This is an optimization exercise on Yosys and OpenROAD, whose aim is small area and a short achievable clock period, not a production implementation. Only simulation tests tie the RTL to the original design; equivalence was not proved. Power and IR drop assume default switching activity.

## fir
module fir(
    input clk,
    input signed [15:0] noisy_signal,
    output signed [15:0] filtered_signal
);
    reg [15:0] r0;
    reg [15:0] r1;
    reg [15:0] r2;
    reg [15:0] r3;
    reg [15:0] r4;
    reg [15:0] r5;
    reg [15:0] r6;
    reg [15:0] r7;
    reg [15:0] r8;
    reg [16:0] p0_0;
    reg [16:0] p1_0;
    reg rp2_0;
    reg rp2_1;
    reg rp2_2;
    reg rp2_3;
    reg rc2_4;
    reg rp2_5;
    reg rp2_6;
    reg rp2_7;
    reg rp2_8;
    reg rc2_9;
    reg rp2_10;
    reg rp2_11;
    reg rp2_12;
    reg rc2_13;
    reg rp2_14;
    reg rp2_15;
    reg rp2_16;
    reg rc2_17;
    reg rp2_18;
    reg rp2_19;
    reg rp2_20;
    reg rp3_21;
    reg rp3_22;
    reg rp3_23;
    reg rc3_24;
    reg rp3_25;
    reg rp3_26;
    reg rp3_27;
    reg rc3_28;
    reg rp3_29;
    reg rp3_30;
    reg rp3_31;
    reg rc3_32;
    reg rp3_33;
    reg rp3_34;
    reg rp3_35;
    reg rc3_36;
    reg rp3_37;
    reg rp3_38;
    reg rp3_39;
    reg rc3_40;
    reg rp3_41;
    reg rp3_42;
    reg qm2_43;
    reg qm2_44;
    reg qm2_45;
    reg qm2_46;
    reg qm2_47;
    reg qm2_48;
    reg qm2_49;
    reg qm2_50;
    reg qm2_51;
    reg qm2_52;
    reg qm2_53;
    reg qm2_54;
    reg qm2_55;
    reg qm2_56;
    reg qm2_57;
    reg qm2_58;
    reg qm2_59;
    reg qm2_60;
  ...
Size: ~1,400 cells after synthesis, roughly 510 flip-flops, about 33 I/O pins, ~22,000 um^2 of cells after synthesis.
Settings: LEC_CHECK=0, CAP_MARGIN=20, CORE_MARGIN=2, CORE_UTILIZATION=62, CTS_CLUSTER_DIAMETER=100, CTS_CLUSTER_SIZE=25, SETUP_SLACK_MARGIN=3.8, SLEW_MARGIN=20, SYNTH_HIERARCHICAL=1, SYNTH_MINIMUM_KEEP_SIZE=0; clock period 6.0 ns.
run.sh (not shown) runs the stock make flow with config.mk's settings and CLKGATE_MAP_FILE= SYNTH_SCRIPT=/design/flow/synth_recipe.tcl, a recipe that flattens the netlist after the stock synthesis.
The first run ran to the end with no violations.
Next try:
Settings changed: CORE_UTILIZATION 62 to 58, GPL_ROUTABILITY_DRIVEN from default to 0.
=> Die area went up by 6.7%. Total power barely changes. Wire length went up by 2.5%. Synthesized area does not change. Register-to-register slack barely changes. Hold slack improved by 4.1 ps.
Next try:
Settings changed: GPL_ROUTABILITY_DRIVEN 0 to default.
- The new run completed with no timing, DRC or antenna violations
- wire length does not change
- total power is unchanged
- global-route usage stays the same
- count of clock-buffer cells in the layout does not change
- worst setup slack does not change
- sequential share of layout area does not change
- via count stays the same
- register-to-register slack barely changes
- final area stays the same

* * *

## run K
fir again, from the RTL that the note above started with.
make LEC_CHECK=0 CAP_MARGIN=20 CORE_ASPECT_RATIO=2.0 CORE_MARGIN=2 CORE_UTILIZATION=58 CTS_CLUSTER_DIAMETER=100 CTS_CLUSTER_SIZE=25 SETUP_SLACK_MARGIN=3.8 SLEW_MARGIN=20 SYNTH_HIERARCHICAL=1 SYNTH_MINIMUM_KEEP_SIZE=0 finish   # period 6.0 ns
The following lists how run Z was set up differently from run K:
-- flow/config.mk --
<<< run K, line 9
export CORE_ASPECT_RATIO = 2.0
>>> run Z, line 9
export CORE_ASPECT_RATIO = 0.5
### Flow results
- Run Z finished every stage and its layout cleared the timing, design-rule and antenna checks.
- The run showing the smaller die span in x is run K.
- Diff run K -> run Z: non-clock buffer count has increased, area of combinational cells with multiple inputs has remained practically unchanged.
- Routability-driven placement congestion ratio delta for run Z relative to run K: about 0.6% higher
- Compared with run K, run Z has extra setup slack.
- Delta (run Z minus run K): share of cell area taken by multi-input logic gates did not really move; layout overhead on the synthesized area increased by 0.20 points relative to the old numbers; fmax neither gained nor lost much.

--- another note on this design; it stands on its own ---

==> inputs of job 2784 <==
==> flow/design.v (excerpt) <==
module fir(
    input clk,
    input signed [15:0] noisy_signal,
    output signed [15:0] filtered_signal
);
make LEC_CHECK=0 CAP_MARGIN=20 CORE_MARGIN=2 CORE_UTILIZATION=65 CTS_CLUSTER_DIAMETER=100 CTS_CLUSTER_SIZE=20 SETUP_SLACK_MARGIN=3.9 SLEW_MARGIN=20 SYNTH_HIERARCHICAL=1 SYNTH_MINIMUM_KEEP_SIZE=0 finish   # period 6.0 ns
run.sh (not shown) runs the stock make flow with config.mk's settings and CLKGATE_MAP_FILE= SYNTH_SCRIPT=/design/flow/synth_recipe.tcl, a recipe that flattens the netlist after the stock synthesis.
==> job 7878: changes against job 2784 <==
- SETUP_SLACK_MARGIN: 3.9 -> 3.7
==> job 5312: changes against job 2784 <==
- CTS_CLUSTER_SIZE: 20 -> 25
- SETUP_SLACK_MARGIN: 3.9 -> 3.8
==> flow_metrics.tcl <==
set metrics [dict create \
    critical-path-top-delay-family "compound AO/OA/AOI/OAI gates" \
    grt_pass1_vias 11554 \
    syn_to_final_growth_pct 7.91 \
    rrSetupSlack_ns 3.75 \
    grt_antenna_before_repair 2 \
    status "finished clean" \
    multi_input_area_share 0.464 \
    timing.hold.ws_ns 0.327 \
    finalCritPeriodShare 0.374 \
]
-- figures above: job 7878

==> flow_metrics.tcl <==
set metrics [dict create \
    status "finished clean" \
    finalCritPeriodShare 0.368 \
    grt_antenna_before_repair 0 \
    timing.hold.ws_ns 0.322 \
    multi_input_area_share 0.464 \
    syn_to_final_growth_pct 10.3 \
    rrSetupSlack_ns 3.81 \
]
-- figures above: job 2784

==> flow_metrics.tcl <==
set metrics [dict create \
    grt_antenna_before_repair 1 \
    rrSetupSlack_ns 3.81 \
    grt_pass1_vias 11655 \
    finalCritPeriodShare 0.367 \
    status "finished clean" \
    grt_max_degree 26 \
    syn_to_final_growth_pct 8.26 \
    critical-path-top-delay-family "flip-flops" \
    timing.hold.ws_ns 0.333 \
    multi_input_area_share 0.467 \
]
-- figures above: job 5312

-- port drivers added, routing unchanged --
How much do the figures lean on ideal ports? The routed layouts below were timed once more, with nothing changed but the port constraints. Step 1 assumes that a clkbuf_16 drives the clock port and a buf_2 every other input. Step 2 also shifts input and output timing later by t, the mid clock arrival at the registers, as if the neighbouring blocks saw the same clock. Slacks: no drivers / after step 1 / after step 2; pairs: no drivers / after step 1.
| run | t, ns | setup slack, ns | worst hold slack (ns) | cell pins on the clock port's net |
|---|---|---|---|---|
| the first run of note 1 | 0.603 | 3.801 / 3.747 / 3.860 | 0.326 / 0.326 / 0.326 | 1 |
| the second run of note 1 | 0.601 | 3.804 / 3.752 / 3.846 | 0.330 / 0.330 / 0.330 | 1 |
| the third run of note 1 | 0.601 | 3.804 / 3.752 / 3.846 | 0.330 / 0.330 / 0.330 | 1 |
| run K | 0.615 | 3.790 / 3.733 / 3.801 | 0.318 / 0.318 / 0.318 | 1 |
| run Z | 0.630 | 3.796 / 3.737 / 3.820 | 0.333 / 0.333 / 0.333 | 1 |
| job 2784 | 0.623 | 3.790 / 3.738 / 3.811 | 0.322 / 0.322 / 0.322 | 1 |
| job 7878 | 0.623 | 3.754 / 3.735 / 3.754 | 0.327 / 0.327 / 0.327 | 1 |
| job 5312 | 0.619 | 3.797 / 3.746 / 3.812 | 0.333 / 0.333 / 0.333 | 1 |
After both steps every run listed still meets setup and hold.
